Context: an optimization exercise on an open-source flow, tuned for small area, a short achievable clock period and few clock cycles. The choices shown serve that exercise and are no tape-out recipe. Function was checked by simulation only, so behaviour that the tests miss may differ from the original. Power figures rest on the tool's default switching activity, not on a simulated workload.

== sierra ==
Design femtorv_core, start of the top module:
module femtorv_core (
    input  logic        clk,
    input  logic        resetn,
    output logic        mem_valid,
    input  logic        mem_ready,
    output logic [ 3:0] mem_wstrb,
    output logic [31:0] mem_addr,
    output logic [31:0] mem_wdata,
    input  logic [31:0] mem_rdata
);
Size in the first run: ~1300 flip-flops, about 61000 um^2 of cells after synthesis.
export LEC_CHECK = 0
export CAP_MARGIN = 20
export CORE_MARGIN = 2
export CORE_UTILIZATION = 50
export CTS_BUF_LIST = sky130_fd_sc_hd__clkbuf_4 sky130_fd_sc_hd__clkbuf_8
export SLEW_MARGIN = 20
create_clock -name core_clock -period 10.0 [get_ports {clk}]
standard.sh (not shown) runs the stock make flow with config.mk's settings and CLKGATE_MAP_FILE= SYNTH_SCRIPT=/design/flow/synth_recipe.tcl, a recipe that flattens the netlist after the stock synthesis.
==> flow/flow/run.sh <==
#!/bin/bash
export SETUP_SLACK_MARGIN=6.0
export BUFFER_PORTS_ARGS="-buffer_cell sky130_fd_sc_hd__buf_4"
bash standard.sh > standard.log 2>&1
sierra has completed all stages; timing, DRC and antenna checks passed.
Testbench counts of sierra, summed over its fixed seeds: cycles 79,262.
> inputs changed (sierra -> quartz)
diff --git a/flow/design.v b/flow/design.v
--- a/flow/design.v
+++ b/flow/design.v
@@ -48,19 +48,19 @@
   wire [31:0] Uimm = {instr[31:12], 12'b0};
   wire [31:0] rdi = mem_rdata;
   wire         p_new  = rdi[6] & (rdi[3] | ~rdi[2]);           
   wire [9:2]   t_off  = {rdi[29:25], rdi[3] ? rdi[24:22] : rdi[11:9]};
   wire [9:2]   t_lo   = addr_q[9:2] + t_off;
   wire [31:2]  a_inc  = addr_q + 30'd1;
   wire [31:2]  t_next = ({30{p_new}} & {addr_q[31:10], t_lo}) | ({30{~p_new}} & a_inc);
   wire [31:2]  Bimm   = {{20{instr[31]}}, instr[7], instr[30:25], instr[11:9]};
   wire [31:2]  Jimm   = {{12{instr[31]}}, instr[19:12], instr[20], instr[30:22]};
-  wire [31:2]  pcimm  = pc + (isJal ? Jimm : Bimm);
+  wire [31:2]  pcimm  = pc + (isJal ? Jimm : isU ? Uimm[31:2] : Bimm);    
   wire [15:0] ld_half = ld_off[1] ? res_q[31:16] : res_q[15:0];
   wire [ 7:0] ld_byte = ld_off[0] ? ld_half[15:8] : ld_half[7:0];
   wire        ld_sign = ~ld_f3[2] & (ld_f3[0] ? ld_half[15] : ld_byte[7]);
   wire [31:0] wbdata  = ~wb_ld_q | ld_f3[1] ? res_q :
                         ld_f3[0] ? {{16{ld_sign}}, ld_half} : {{24{ld_sign}}, ld_byte};
   logic [31:1][31:0] rf;
   always_ff @(posedge clk)
     for (int i = 1; i < 32; i++)
       if (wb_en_q & (wb_idx_q == i[4:0])) rf[i] <= wbdata;
@@ -68,33 +68,35 @@
   wire  [4:0]  ra1 = instr[19:15];
   wire  [4:0]  ra2 = instr[24:20];
   wire  [4:0]  pa  = mem_ready ? mem_rdata[24:20] : ra1;
   wire  [31:0][31:0] rfv = {rf, 32'd0};    
   wire  [31:0] pr  = rfv[pa];
   wire  [31:0] r1  = (wb_en_q & (wb_idx_q == ra1)) ? wbdata : pr;
   wire  [31:0] r2  = (wb_en_q & (wb_idx_q == ra2)) ? wbdata : r2_q;
   logic [31:0] a_q, bx_q;
   logic        sub_q, sra_q;
-  logic        r_add, r_slt, r_sltu, r_xor, r_or, r_and, r_sll, r_sr, r_link;
+  logic        r_add, r_slt, r_sltu, r_xor, r_or, r_and, r_sll, r_sr, r_link, r_lui, r_auipc;
   logic        br_q, jal_q, jalr_q, ld_q, st_q;
   logic        tgt_ok_q;    
   logic [ 2:0] f3_q;
   wire        aluF = isALU;
   wire        sub  = isBr | (isALU & (f3 == 3'b010 | f3 == 3'b011)) |
                      (isOp & f3 == 3'b000 & instr[30]);
-  wire [31:0] b    = (isOp | isBr) ? r2 : isStore ? Simm : isU ? Uimm : Iimm;
+  wire [31:0] b    = (isOp | isBr) ? r2 : isStore ? Simm : Iimm;
   always_ff @(posedge clk) begin
     r2_q   <= (mem_ready & ~is_data) ? pr : r2;
-    a_q    <= isAuipc ? {pc, 2'b00} : isLui ? 32'd0 : r1;    
+    a_q    <= r1;    
     bx_q   <= b ^ {32{sub}};
     sub_q  <= sub;
     sra_q  <= instr[30];
-    r_add  <= aluF ? (f3 == 3'b000) : ~(isJal | isJalr);
+    r_add  <= aluF ? (f3 == 3'b000) : ~(isJal | isJalr | isU);
+    r_lui  <= isLui;
+    r_auipc <= isAuipc;
     r_slt  <= aluF & (f3 == 3'b010);
     r_sltu <= aluF & (f3 == 3'b011);
     r_xor  <= aluF & (f3 == 3'b100);
     r_or   <= aluF & (f3 == 3'b110);
     r_and  <= aluF & (f3 == 3'b111);
     r_sll  <= aluF & (f3 == 3'b001);
     r_sr   <= aluF & (f3 == 3'b101);
     r_link <= isJal | isJalr;
     br_q   <= isBr;
@@ -125,19 +127,21 @@
     assign sh_out[k] = r_sll ? sh_res[31-k] : sh_res[k];
   end
   wire [31:0] res = ({32{r_add }} & sum) |
                     ({32{r_slt }} & {31'd0, lt}) |
                     ({32{r_sltu}} & {31'd0, ltu}) |
                     ({32{r_xor }} & (a_q ^ bx_q)) |
                     ({32{r_or  }} & (a_q | bx_q)) |
                     ({32{r_and }} & (a_q & bx_q)) |
                     ({32{r_sll | r_sr}} & sh_out) |
-                    ({32{r_link}} & {pc1, 2'b00});
+                    ({32{r_link}} & {pc1, 2'b00}) |
+                    ({32{r_lui }} & Uimm) |
+                    ({32{r_auipc}} & {pcimm, 2'b00});
   wire cond  = (f3_q[2] ? (f3_q[1] ? ltu : lt) : eq) ^ f3_q[0];
   wire [31:2] pc1      = pc + 30'd1;
   wire        taken    = jal_q | (br_q & cond);
   wire        redirect = jalr_q | (taken ? ~(pred_q & tgt_ok_q) : pred_q);
   wire [31:2] target   = jalr_q ? sum[31:2] :
                          (({30{taken}} & pcimm) | ({30{~taken}} & pc1));
   wire        exec   = iv & ~is_data;
   wire        writesRd = ~(br_q | ld_q | st_q);
   wire [3:0] smask = f3_q[1] ? 4'b1111 :
--- outcome ---
- Looking at transition time at the pin with the least slew margin, quartz sits 0.18 ns higher than sierra does.
- Max post-layout instance area across sierra and quartz: quartz
- quartz against sierra: sequential cell count flat; cell-internal power has remained practically unchanged.
- | floorplan die height | higher: sierra |
- Changes observed in quartz relative to sierra: post-synthesis mux area share went down by 0.16 points; total placed instance area went down by 370 um^2; share of power burned in the clock network went up by 0.4 points; synthesized cell count went down by 25; clock group total power went up by about 0.8%.
- Compared with sierra, quartz instantiates a larger number of cells.
- Comparing sierra and quartz, the higher post-synthesis xor/xnor area fraction was measured on sierra.
- Taking sierra as the reference point, the total track usage of quartz rises by 1.3 points.
Testbench counts of quartz, summed over its fixed seeds: cycles 79,262.


P:
The RTL this note starts from:
==> flow/design.v <==
module femtorv_core (
    input  logic        clk,
    input  logic        resetn,
    output logic        mem_valid,
    input  logic        mem_ready,
    output logic [ 3:0] mem_wstrb,
    output logic [31:0] mem_addr,
    output logic [31:0] mem_wdata,
    input  logic [31:0] mem_rdata
);
  logic        valid_q;
  logic [31:2] addr_q;      
  logic [ 3:0] wstrb_q;
  logic [31:0] wdata_q;
  logic        is_data;     
  logic        iv;          
  logic [31:2] pc;          
  logic [31:2] instr;
  logic        pred_q;      
  logic [ 2:0] ld_f3;
  logic [ 1:0] ld_off;
  logic [ 4:0] ld_rd_q;
  logic        ld_en_q;
  logic [31:0] res_q;
  logic        wb_en_q;
  logic        wb_ld_q;
  logic [ 4:0] wb_idx_q;
  assign mem_valid = valid_q;
  assign mem_addr  = {addr_q, 2'b00};
  assign mem_wstrb = wstrb_q;
  assign mem_wdata = wdata_q;
  wire [4:0] opc = instr[6:2];
  wire isBr    =  opc[4] & ~opc[0];
  wire isJal   =  opc[4] &  opc[1];
  wire isJalr  =  opc[4] &  opc[0] & ~opc[1];
  wire isMem   = ~opc[4] & ~opc[2];
  wire isStore =  isMem  &  opc[3];
  wire isLoad  =  isMem  & ~opc[3];
  wire isALU   = ~opc[4] &  opc[2] & ~opc[0];
  wire isOp    =  isALU  &  opc[3];
  wire isU     = ~opc[4] &  opc[2] &  opc[0];
  wire isLui   =  isU    &  opc[3];
  wire isAuipc =  isU    & ~opc[3];
  wire [2:0] f3 = instr[14:12];
  wire [4:0] rd = instr[11:7];
  wire [31:0] Iimm = {{21{instr[31]}}, instr[30:20]};
  wire [31:0] Simm = {{21{instr[31]}}, instr[30:25], instr[11:7]};
  wire [31:0] Uimm = {instr[31:12], 12'b0};
  wire [31:0] rdi = mem_rdata;
  wire         p_new  = rdi[6] & (rdi[3] | ~rdi[2]);           
  wire [9:2]   t_off  = {rdi[29:25], rdi[3] ? rdi[24:22] : rdi[11:9]};
  wire [9:2]   t_lo   = addr_q[9:2] + t_off;
  wire [31:2]  a_inc  = addr_q + 30'd1;
  wire [31:2]  t_next = ({30{p_new}} & {addr_q[31:10], t_lo}) | ({30{~p_new}} & a_inc);
  wire [31:2]  Bimm   = {{20{instr[31]}}, instr[7], instr[30:25], instr[11:9]};
  wire [31:2]  Jimm   = {{12{instr[31]}}, instr[19:12], instr[20], instr[30:22]};
  wire [31:2]  pcimm  = pc + (isJal ? Jimm : isU ? Uimm[31:2] : Bimm);    
  wire [15:0] ld_half = ld_off[1] ? res_q[31:16] : res_q[15:0];
  wire [ 7:0] ld_byte = ld_off[0] ? ld_half[15:8] : ld_half[7:0];
  wire        ld_sign = ~ld_f3[2] & (ld_f3[0] ? ld_half[15] : ld_byte[7]);
  wire [31:0] wbdata  = ~wb_ld_q | ld_f3[1] ? res_q :
                        ld_f3[0] ? {{16{ld_sign}}, ld_half} : {{24{ld_sign}}, ld_byte};
  logic [31:1][31:0] rf;
  always_ff @(posedge clk)
    for (int i = 1; i < 32; i++)
      if (wb_en_q & (wb_idx_q == i[4:0])) rf[i] <= wbdata;
  logic [31:0] r2_q;
  wire  [4:0]  ra1 = instr[19:15];
  wire  [4:0]  ra2 = instr[24:20];
  wire  [4:0]  pa  = mem_ready ? mem_rdata[24:20] : ra1;
  wire  [31:0][31:0] rfv = {rf, 32'd0};    
  wire  [31:0] pr  = rfv[pa];
  wire  [31:0] r1  = (wb_en_q & (wb_idx_q == ra1)) ? wbdata : pr;
  wire  [31:0] r2  = (wb_en_q & (wb_idx_q == ra2)) ? wbdata : r2_q;
  logic [31:0] a_q, bx_q;
  logic        sub_q, sra_q;
  logic        r_add, r_slt, r_sltu, r_xor, r_or, r_and, r_sll, r_sr, r_link, r_lui, r_auipc;
  logic        br_q, jal_q, jalr_q, ld_q, st_q;
  logic        tgt_ok_q;    
  logic [ 2:0] f3_q;
  wire        aluF = isALU;
  wire        sub  = isBr | (isALU & (f3 == 3'b010 | f3 == 3'b011)) |
                     (isOp & f3 == 3'b000 & instr[30]);
  wire [31:0] b    = (isOp | isBr) ? r2 : isStore ? Simm : Iimm;
  always_ff @(posedge clk) begin
    r2_q   <= (mem_ready & ~is_data) ? pr : r2;
    a_q    <= r1;    
    bx_q   <= b ^ {32{sub}};
    sub_q  <= sub;
    sra_q  <= instr[30];
    r_add  <= aluF ? (f3 == 3'b000) : ~(isJal | isJalr | isU);
    r_lui  <= isLui;
    r_auipc <= isAuipc;
    r_slt  <= aluF & (f3 == 3'b010);
    r_sltu <= aluF & (f3 == 3'b011);
    r_xor  <= aluF & (f3 == 3'b100);
    r_or   <= aluF & (f3 == 3'b110);
    r_and  <= aluF & (f3 == 3'b111);
    r_sll  <= aluF & (f3 == 3'b001);
    r_sr   <= aluF & (f3 == 3'b101);
    r_link <= isJal | isJalr;
    br_q   <= isBr;
    jal_q  <= isJal;
    jalr_q <= isJalr;
    ld_q   <= isLoad;
    st_q   <= isStore;
    f3_q   <= f3;
    tgt_ok_q <= (pcimm == addr_q);
  end
  wire [32:0] sum33 = {1'b0, a_q} + {1'b0, bx_q} + {32'd0, sub_q};
  wire [31:0] sum   = sum33[31:0];
  wire        ltu   = ~sum33[32];
  wire        lt    = (a_q[31] ^ ~bx_q[31]) ? a_q[31] : ltu;
  wire        eq    = &(a_q ^ bx_q);     
  wire [31:0] sh_in;
  wire [31:0] sh_out;
  for (genvar k = 0; k < 32; k++) begin : g_rev
    assign sh_in[k]  = r_sll ? a_q[31-k] : a_q[k];
  end
  wire        sh_fill = sra_q & ~r_sll & a_q[31];
  wire [31:0] sh_s1 = bx_q[0] ? {{ 1{sh_fill}}, sh_in[31: 1]} : sh_in;
  wire [31:0] sh_s2 = bx_q[1] ? {{ 2{sh_fill}}, sh_s1[31: 2]} : sh_s1;
  wire [31:0] sh_s3 = bx_q[2] ? {{ 4{sh_fill}}, sh_s2[31: 4]} : sh_s2;
  wire [31:0] sh_s4 = bx_q[3] ? {{ 8{sh_fill}}, sh_s3[31: 8]} : sh_s3;
  wire [31:0] sh_res = bx_q[4] ? {{16{sh_fill}}, sh_s4[31:16]} : sh_s4;
  for (genvar k = 0; k < 32; k++) begin : g_rev2
    assign sh_out[k] = r_sll ? sh_res[31-k] : sh_res[k];
  end
  wire [31:0] res = ({32{r_add }} & sum) |
                    ({32{r_slt }} & {31'd0, lt}) |
                    ({32{r_sltu}} & {31'd0, ltu}) |
                    ({32{r_xor }} & (a_q ^ bx_q)) |
                    ({32{r_or  }} & (a_q | bx_q)) |
                    ({32{r_and }} & (a_q & bx_q)) |
                    ({32{r_sll | r_sr}} & sh_out) |
                    ({32{r_link}} & {pc1, 2'b00}) |
                    ({32{r_lui }} & Uimm) |
                    ({32{r_auipc}} & {pcimm, 2'b00});
  wire cond  = (f3_q[2] ? (f3_q[1] ? ltu : lt) : eq) ^ f3_q[0];
  wire [31:2] pc1      = pc + 30'd1;
  wire        taken    = jal_q | (br_q & cond);
  wire        redirect = jalr_q | (taken ? ~(pred_q & tgt_ok_q) : pred_q);
  wire [31:2] target   = jalr_q ? sum[31:2] :
                         (({30{taken}} & pcimm) | ({30{~taken}} & pc1));
  wire        exec   = iv & ~is_data;
  wire        writesRd = ~(br_q | ld_q | st_q);
  wire [3:0] smask = f3_q[1] ? 4'b1111 :
                     f3_q[0] ? (sum[1] ? 4'b1100 : 4'b0011) :
                     (4'b0001 << sum[1:0]);
  always_ff @(posedge clk) begin
    if (!is_data)
      wdata_q <= f3[1] ? r2 : f3[0] ? {2{r2[15:0]}} : {4{r2[7:0]}};
    if (mem_ready) begin
      res_q    <= is_data ? mem_rdata : res;
      wb_ld_q  <= is_data;
      wb_idx_q <= is_data ? ld_rd_q : rd;
    end
    if (mem_ready & ~is_data) begin
      instr  <= mem_rdata[31:2];
      pc     <= addr_q;
      pred_q <= p_new;
    end
    if (mem_ready & ~is_data & exec & (ld_q | st_q)) begin
      ld_rd_q <= rd;
      ld_en_q <= ld_q & (rd != 5'd0);
      ld_f3   <= f3_q;
      ld_off  <= sum[1:0];
    end
    if (!resetn) begin
      valid_q <= 1'b0;
      addr_q  <= 30'd0;
      wstrb_q <= 4'd0;
      is_data <= 1'b0;
      iv      <= 1'b0;
      wb_en_q <= 1'b0;
    end else begin
      valid_q <= 1'b1;
      wb_en_q <= mem_ready & (is_data ? ld_en_q : exec & writesRd & (rd != 5'd0));
      if (mem_ready) begin
        if (is_data) begin
          is_data <= 1'b0;
          addr_q  <= pred_q ? pcimm : pc1;
          wstrb_q <= 4'd0;
        end else if (exec & (ld_q | st_q)) begin
          is_data <= 1'b1;
          addr_q  <= sum[31:2];
          wstrb_q <= st_q ? smask : 4'd0;
          iv      <= 1'b1;
        end else if (exec & redirect) begin
          addr_q  <= target;
          iv      <= 1'b0;
        end else begin
          addr_q  <= t_next;
          iv      <= 1'b1;
        end
      end
    end
  end
endmodule
==> flow/config.mk <==
export PLATFORM = sky130hd
export DESIGN_NAME = femtorv_core
export DESIGN_NICKNAME = femtorv_core
export VERILOG_FILES = /design/flow/design.v
export SDC_FILE = /design/flow/constraint.sdc
export NUM_CORES = 4
export LEC_CHECK = 0
export CAP_MARGIN = 20
export CORE_MARGIN = 2
export CORE_UTILIZATION = 65
export CTS_BUF_LIST = sky130_fd_sc_hd__clkbuf_4 sky130_fd_sc_hd__clkbuf_8
export SLEW_MARGIN = 20
==> flow/constraint.sdc <==
create_clock -name core_clock -period 10.0 [get_ports {clk}]
set_input_delay 2.0000 -clock core_clock [delete_from_list [all_inputs] [get_ports {clk}]]
set_output_delay 2.0000 -clock core_clock [all_outputs]
set_load 0.01 [all_outputs]
Scripts as last shown in full above: flow/flow/run.sh
Testbench counts of P, summed over its fixed seeds: cycles 79,262.
Relative to P, the following input files were edited for Q:
--- a/flow/design.v
+++ b/flow/design.v
@@ -52,11 +52,11 @@
   wire [9:2]   t_lo   = addr_q[9:2] + t_off;
   wire [31:2]  a_inc  = addr_q + 30'd1;
   wire [31:2]  t_next = ({30{p_new}} & {addr_q[31:10], t_lo}) | ({30{~p_new}} & a_inc);
   wire [31:2]  Bimm   = {{20{instr[31]}}, instr[7], instr[30:25], instr[11:9]};
   wire [31:2]  Jimm   = {{12{instr[31]}}, instr[19:12], instr[20], instr[30:22]};
-  wire [31:2]  pcimm  = pc + (isJal ? Jimm : isU ? Uimm[31:2] : Bimm);    
+  wire [31:2]  pcimm  = pc + (isJal ? Jimm : Bimm);
   wire [15:0] ld_half = ld_off[1] ? res_q[31:16] : res_q[15:0];
   wire [ 7:0] ld_byte = ld_off[0] ? ld_half[15:8] : ld_half[7:0];
   wire        ld_sign = ~ld_f3[2] & (ld_f3[0] ? ld_half[15] : ld_byte[7]);
   wire [31:0] wbdata  = ~wb_ld_q | ld_f3[1] ? res_q :
                         ld_f3[0] ? {{16{ld_sign}}, ld_half} : {{24{ld_sign}}, ld_byte};
@@ -72,27 +72,25 @@
   wire  [31:0] pr  = rfv[pa];
   wire  [31:0] r1  = (wb_en_q & (wb_idx_q == ra1)) ? wbdata : pr;
   wire  [31:0] r2  = (wb_en_q & (wb_idx_q == ra2)) ? wbdata : r2_q;
   logic [31:0] a_q, bx_q;
   logic        sub_q, sra_q;
-  logic        r_add, r_slt, r_sltu, r_xor, r_or, r_and, r_sll, r_sr, r_link, r_lui, r_auipc;
+  logic        r_add, r_slt, r_sltu, r_xor, r_or, r_and, r_sll, r_sr, r_link;
   logic        br_q, jal_q, jalr_q, ld_q, st_q;
   logic        tgt_ok_q;    
   logic [ 2:0] f3_q;
   wire        aluF = isALU;
   wire        sub  = isBr | (isALU & (f3 == 3'b010 | f3 == 3'b011)) |
                      (isOp & f3 == 3'b000 & instr[30]);
-  wire [31:0] b    = (isOp | isBr) ? r2 : isStore ? Simm : Iimm;
+  wire [31:0] b    = (isOp | isBr) ? r2 : isStore ? Simm : isU ? Uimm : Iimm;
   always_ff @(posedge clk) begin
     r2_q   <= (mem_ready & ~is_data) ? pr : r2;
-    a_q    <= r1;    
+    a_q    <= isAuipc ? {pc, 2'b00} : isLui ? 32'd0 : r1;    
     bx_q   <= b ^ {32{sub}};
     sub_q  <= sub;
     sra_q  <= instr[30];
-    r_add  <= aluF ? (f3 == 3'b000) : ~(isJal | isJalr | isU);
-    r_lui  <= isLui;
-    r_auipc <= isAuipc;
+    r_add  <= aluF ? (f3 == 3'b000) : ~(isJal | isJalr);
     r_slt  <= aluF & (f3 == 3'b010);
     r_sltu <= aluF & (f3 == 3'b011);
     r_xor  <= aluF & (f3 == 3'b100);
     r_or   <= aluF & (f3 == 3'b110);
     r_and  <= aluF & (f3 == 3'b111);
@@ -131,13 +129,11 @@
                     ({32{r_sltu}} & {31'd0, ltu}) |
                     ({32{r_xor }} & (a_q ^ bx_q)) |
                     ({32{r_or  }} & (a_q | bx_q)) |
                     ({32{r_and }} & (a_q & bx_q)) |
                     ({32{r_sll | r_sr}} & sh_out) |
-                    ({32{r_link}} & {pc1, 2'b00}) |
-                    ({32{r_lui }} & Uimm) |
-                    ({32{r_auipc}} & {pcimm, 2'b00});
+                    ({32{r_link}} & {pc1, 2'b00});
   wire cond  = (f3_q[2] ? (f3_q[1] ? ltu : lt) : eq) ^ f3_q[0];
   wire [31:2] pc1      = pc + 30'd1;
   wire        taken    = jal_q | (br_q & cond);
   wire        redirect = jalr_q | (taken ? ~(pred_q & tgt_ok_q) : pred_q);
   wire [31:2] target   = jalr_q ? sum[31:2] :
Findings:
From the logs: Q reached the end of the flow and failed the layout checks with capacitance limit, slew limit. Diff P -> Q: total power has increased, power share of the combinational group has decreased. On clock sink count, P and Q are basically level. | register cell area after layout | P vs Q | ≈ equal |. As of Q, detailed-routing wirelength on met1 had risen slightly compared to P. Number of vias per cell after detailed routing, P and Q: higher on P. Arrival time of the worst setup path (Q over P): decrease, 0.34 ns. Of P and Q, the run reporting the higher sequential power was Q.
Testbench counts of Q, summed over its fixed seeds: cycles 79,262.

## static timing again, ports no longer ideal
In the flow no input, the clock included, has a driving cell. The finished layouts below were timed again as built, in two steps. Step 1 sets driving cells, clkbuf_16 on the clock port and buf_2 on the other inputs (assumed; they add their load-dependent delay and slew). Step 2 moves the port delays by t, midway between the first and last clock arrival at a register: inputs arrive t later, outputs are due t later. That takes back most of the time a late clock gives input paths. Slacks: ideal / step 1 / step 2; pairs: ideal / step 1.
run | t, ns | setup slack, ns | slew at the worst register clock pin (ns)
sierra | 1.007 | 5.948 / 5.948 / 5.022 | 0.07 / 0.07
quartz | 1.000 | 5.781 / 5.781 / 4.829 | 0.07 / 0.07
P | 0.952 | 5.629 / 5.629 / 5.035 | 0.07 / 0.07
Q | 0.961 | 5.872 / 5.855 / 4.895 | 0.07 / 0.07
The setup slack of Q, which loses most, moves by -0.017 ns with the drivers and by -0.977 ns with both steps.
